This design comes from an exercise in tuning for small area and a short achievable clock period on the open sky130 flow, not from production work.
No functional check of the RTL was part of any run shown here.

==> flow/design.v (outline; a module is shown in full before it is edited, if it fits) <==
// module final_log: 2116 lines
module final_log(clk, reset, base, in_data, out_data);
  // ...
==> flow/flow/run.sh <==
#!/bin/bash
set -euo pipefail
bash standard.sh SETUP_SLACK_MARGIN=37 "BUFFER_PORTS_ARGS=-buffer_cell sky130_fd_sc_hd__buf_1" SKIP_GATE_CLONING=1 finish > run.log 2>&1
==> flow/standard.sh <==
#!/bin/bash
# synth_recipe.tcl (not shown) runs the flow's synth.tcl, then flattens the netlist and writes it again
# the make line also repeats each setting of config.mk as NAME=value (left out here)
make -C /OpenROAD-flow-scripts/flow DESIGN_CONFIG=/design/flow/config.mk WORK_HOME=/design/flow/orfs CLKGATE_MAP_FILE= SYNTH_SCRIPT=/design/flow/synth_recipe.tcl "${@:-finish}"
==> flow/config.mk <==
export PLATFORM = sky130hd
export DESIGN_NAME = final_log
export DESIGN_NICKNAME = final_log
export VERILOG_FILES = /design/flow/design.v
export SDC_FILE = /design/flow/constraint.sdc
export NUM_CORES = 4
export LEC_CHECK = 0
export ABC_AREA = 1
export CAP_MARGIN = 20
export CORE_MARGIN = 2
export CORE_UTILIZATION = 40
export CTS_BUF_LIST = sky130_fd_sc_hd__clkbuf_8
export CTS_CLUSTER_DIAMETER = 200
export CTS_CLUSTER_SIZE = 30
export SLEW_MARGIN = 20
==> flow/constraint.sdc <==
create_clock -name core_clock -period 60.0 [get_ports {clk}]
set_input_delay 12.0000 -clock core_clock [delete_from_list [all_inputs] [get_ports {clk}]]
set_output_delay 12.0000 -clock core_clock [all_outputs]
set_load 0.01 [all_outputs]
==> impl_metrics.env, run 1 <==
export IMPL_status="no timing/DRC/antenna violations"
export IMPL_synth_compound_area_share=0.119
export IMPL_largest_register="wq"
export IMPL_cts_tree="done"
export IMPL_worstSetupStartpoint="in_data[3]"
export IMPL_fmax_mhz=44.5
export IMPL_critical_path_max_stage_delay_ns=0.63
export IMPL_top_layer_used="met4"
export IMPL_tns_ns=0
export IMPL_synthXorXnorAreaFrac=0.0328
export IMPL_multi_input_area_share=0.760
export IMPL_crit_top_cell="nand2_1"
export IMPL_multi_input_gates=1379
export IMPL_drive_gt1_frac=0.0825
export IMPL_crit_fanout=15
export IMPL_gr_usage_met1=0.254
export IMPL_path_class="input pin to register"
export IMPL_fp_dieW_um=186
export IMPL_yosys_warnings=1
export IMPL_ys_ff_latch=30
export IMPL_cts_setup_buffers=7
export IMPL_synth_top_area_cell="fa_1"
export IMPL_critPathBufInv=11
export IMPL_post_route_util=0.446
export IMPL_drt_first_pass_iters=6
export IMPL_path_clk_slew_ns=0.08
export IMPL_synth_top_area_frac=0.273
export IMPL_dpl_cell_area_um2=13900
export IMPL_cp_depth=61
export IMPL_critPathCapture="wq[8]$_DFF_PP0_"
export IMPL_syn_to_final_growth_pct=9.82
export IMPL_antenna_found_initial=0
export IMPL_synthSimpleGateAreaFrac=0.233
==> run 2, diff against run 1 <==
--- a/flow/design.v
+++ b/flow/design.v
@@ -1722,21 +1722,21 @@
     wire w7_8 = x6_382;
     wire w7_9 = x6_383;
     wire w7_10 = x6_384;
     wire w7_11 = x6_385;
     wire w7_12 = x6_386;
     wire w7_13 = x6_387;
     wire w7_14 = x6_388;
     wire w7_15 = x6_389;
+    wire c7 = w7_0 & w7_1 & w7_2;    
     wire [23:0] yc = cst(bq, eq);
     wire [20:0] yt0 = tn0(bq, {dq[2], dq[1], dq[0]});
     wire [17:0] yt1 = tn1(bq, {dq[4], dq[3]});
     wire [15:0] yt2 = tn2(bq, {d7, d6});
-    wire c7 = w7_0 & w7_1 & w7_2;    
     wire y_0 = yc[0] ^ yt0[0];
     wire y_1 = y_0 ^ yt1[0];
     wire y_2 = (yc[0] & yt0[0]) | (yc[0] & yt1[0]) | (yt0[0] & yt1[0]);
     wire y_3 = yc[1] ^ yt0[1];
     wire y_4 = y_3 ^ yt1[1];
     wire y_5 = (yc[1] & yt0[1]) | (yc[1] & yt1[1]) | (yt0[1] & yt1[1]);
     wire y_6 = yc[2] ^ yt0[2];
     wire y_7 = y_6 ^ yt1[2];
==> flow/flow/run.sh (replaced) <==
#!/bin/bash
set -euo pipefail
bash standard.sh SETUP_SLACK_MARGIN=36 "BUFFER_PORTS_ARGS=-buffer_cell sky130_fd_sc_hd__buf_1" SKIP_GATE_CLONING=1 finish > run.log 2>&1
==> impl_metrics.env, run 2 <==
export IMPL_syn_nets=2247
export IMPL_relSlewSlack=0.432
export IMPL_synth_compound_area_share=0.119
export IMPL_finalHoldViolCount=0
export IMPL_synth_fa_ha_area_frac=0.422
export IMPL_drc_errors=0
export IMPL_mostFrequentLayoutCell="nand2_1"
export IMPL_rsz0062_at_grt="no"
export IMPL_fin_nets=2287
export IMPL_synth_commonest_cells="nand2_1 (431), inv_1 (402), fa_1 (181)"
export IMPL_pin_count=68
export IMPL_fmax_mhz=43.7
export IMPL_final_cell_mix="nand2_1 (428), inv_1 (399), fa_1 (180)"
export IMPL_crit_top_cell="nand2_1"
export IMPL_ys_flop_type="dfrtp_1"
export IMPL_cp_arrival_ns=23.06
export IMPL_largest_reg_flops=18
export IMPL_ys_async_sr_fraction=1.00
export IMPL_synth_top_area_frac=0.273
export IMPL_yosysUniqueCellTypes=62
export IMPL_grt_pass1_vias=12000
export IMPL_avgViaCountPerCell=5.10
export IMPL_hold_class="input pin to async pin"
export IMPL_cts_root_buf="clkbuf_8"
export IMPL_routed_wl_um=33800
export IMPL_largest_register="wq"
export IMPL_finalCriticalPeriod_ns=22.89
export IMPL_crit_required_ns=60.17
export IMPL_die_area_um2=34600
export IMPL_antenna_found_initial=0
export IMPL_core_area_um2=32600
export IMPL_wl_per_cell_um=14.3
export IMPL_synth_top_family_by_area="adder cells"
export IMPL_ys_top_cells_by_area="fa_1 (27%), ha_1 (15%), nand2_1 (12%)"
export IMPL_tightest_slew_ns=0.842
export IMPL_path_class="input pin to register"
export IMPL_first_iter_violations=526
export IMPL_clockBufferDepth=2
export IMPL_critPathBufInv=11
export IMPL_cts_tree="done"
export IMPL_worstSetupStartpoint="in_data[3]"
export IMPL_synthXorXnorAreaFrac=0.0328
export IMPL_synth_top_area_cell="fa_1"
export IMPL_ant_nets=0
export IMPL_syn_avg_cell_area_um2=7.08
export IMPL_cpMaxStageDelayCell="fa_1"
export IMPL_crit_path_end_kind="register"
export IMPL_path_clk_slew_ns=0.08
export IMPL_drv_cap=0
export IMPL_rows=66
export IMPL_synthSimpleGateAreaFrac=0.233
export IMPL_crit_family="adder cells"
export IMPL_grt_overflow=0
export IMPL_grt_use_total=0.201
export IMPL_die_h_um=186
export IMPL_numClockSinks=30
export IMPL_tns_ns=0
export IMPL_via_count=12000
export IMPL_drive_gt1_frac=0.0470
export IMPL_fp_dieW_um=186
export IMPL_htree_levels=2
export IMPL_crit_fanout=19
export IMPL_dpl_hpwl_um=28800
export IMPL_gp_congestion=0.946
export IMPL_drv_slew=0
export IMPL_synth_edf_count=0
export IMPL_post_synth_instance_area_um2=13300
export IMPL_grt_max_degree=34
export IMPL_numCtsBuffers=5
export IMPL_synthMuxAreaShare=0
export IMPL_io_buffers=66
export IMPL_grt_first_pass_wirelength_um=57000
export IMPL_crit_path_start_kind="input pin"
export IMPL_setup_violations=0
export IMPL_ys_seq_area_frac=0.0568
export IMPL_status="no timing/DRC/antenna violations"
export IMPL_syn_to_final_growth_pct=6.42
export IMPL_synth_most_common_cell="nand2_1"
export IMPL_critical_path_max_stage_delay_ns=0.59
export IMPL_fin_crit_sh=0.381
export IMPL_initial_utilization=0.406
export IMPL_top_regs="wq (18), dq (5), eq (4)"
export IMPL_ys_ff_latch=30
export IMPL_drt_first_pass_iters=5
export IMPL_syn_instance_count=1872
export IMPL_n_antenna_cell=0
export IMPL_yosys_warnings=1
==> run 2: area by class of cell <==
cell class	count	area [µm²]
Clock buffer	6	82.6
Clock inverter	2	12.5
Fill cell	3476	18500
Inverter	415	1580
Multi-Input combinational cell	1379	10800
Sequential cell	30	753
Tap cell	442	553
Timing Repair Buffer	81	360
==> run 2: metal layers <==
metal  GRT usage  vias to the layer above  routed length [µm]  part of all wire
met5           0                        -                   0                 0
met4      0.0605                        0                 884             0.026
met3      0.0108                       48                1130             0.033
met2       0.371                      253               17100              0.51
met1       0.252                     5774               14600              0.43
li1            -                     5931                   -                 -
==> run 2: path summary, 6_finish.rpt <==
kind | end | slack, ns | cells after the start
max | wq[0]$_DFF_PP0_ | 37.11 | 58
min | dq[4]$_DFF_PP0_ | 11.75 | 3
max in group asynchronous | eq[3]$_DFF_PP1_ | 47.93 | 3
min in group core_clock | bq[0]$_DFF_PP0_ | 11.79 | 1
==> run 2: stage by stage <==
stage	setup slack, ns	hold slack [ns]	utilization	instances	cell area, µm²
finish	37.11	11.75	0.433	2355	14100
global route	36.02	11.80	0.433	2355	14100
CTS	36.02	11.77	0.429	2346	14000
detailed placement	34.55	12.09	0.425	2337	13900
global placement	34.63	12.10	0.425	2337	13900
floorplan	37.76	12.00	-	1872	13300
==> run 2: cell families (layout without fill, tap and decap cells) <==
| kind of cell | after synthesis | in the layout |
|---|---|---|
| simple gates | 742 | 742 |
| buf+inv | 463 | 504 |
| fa+ha+maj | 339 | 339 |
| compound gates | 250 | 250 |
| xor+xnor | 48 | 48 |
| flops | 30 | 30 |
==> run 2: repair_timing <==
item / 4_1_cts / 5_1_grt
pin swaps: 1 / 3
gates resized for setup: 8 / 16
hold buffers: 0 / 0
setup buffers: 1 / 9
endpoints found under the setup margin: 19 / 47

## separate check: timing with driven ports
No port has a modelled driver above. Below, the same layouts with a new extraction and two added sets of constraints.
Step 1 assumes that a clkbuf_16 drives the clock port and a buf_2 every other input.
Step 2 adds t to the input delays and takes it off the output delays; t is the mean of the earliest and latest rising clock arrival at the registers after step 1. Input paths then give back, and output paths get back, about the clock's delay inside the block.
Three values: no drivers, after step 1, after step 2; two values: the first two.
run | shift t [ns] | setup WS [ns] | hold WS [ns] | worst register clock-pin slew, ns
run 1 | 0.331 | 37.540 / 37.549 / 37.219 | 11.752 / 11.734 / 12.065 | 0.08 / 0.08
run 2 | 0.330 | 37.110 / 37.118 / 36.789 | 11.752 / 11.736 / 12.066 | 0.08 / 0.08
After both steps setup and hold are still met in every run listed.
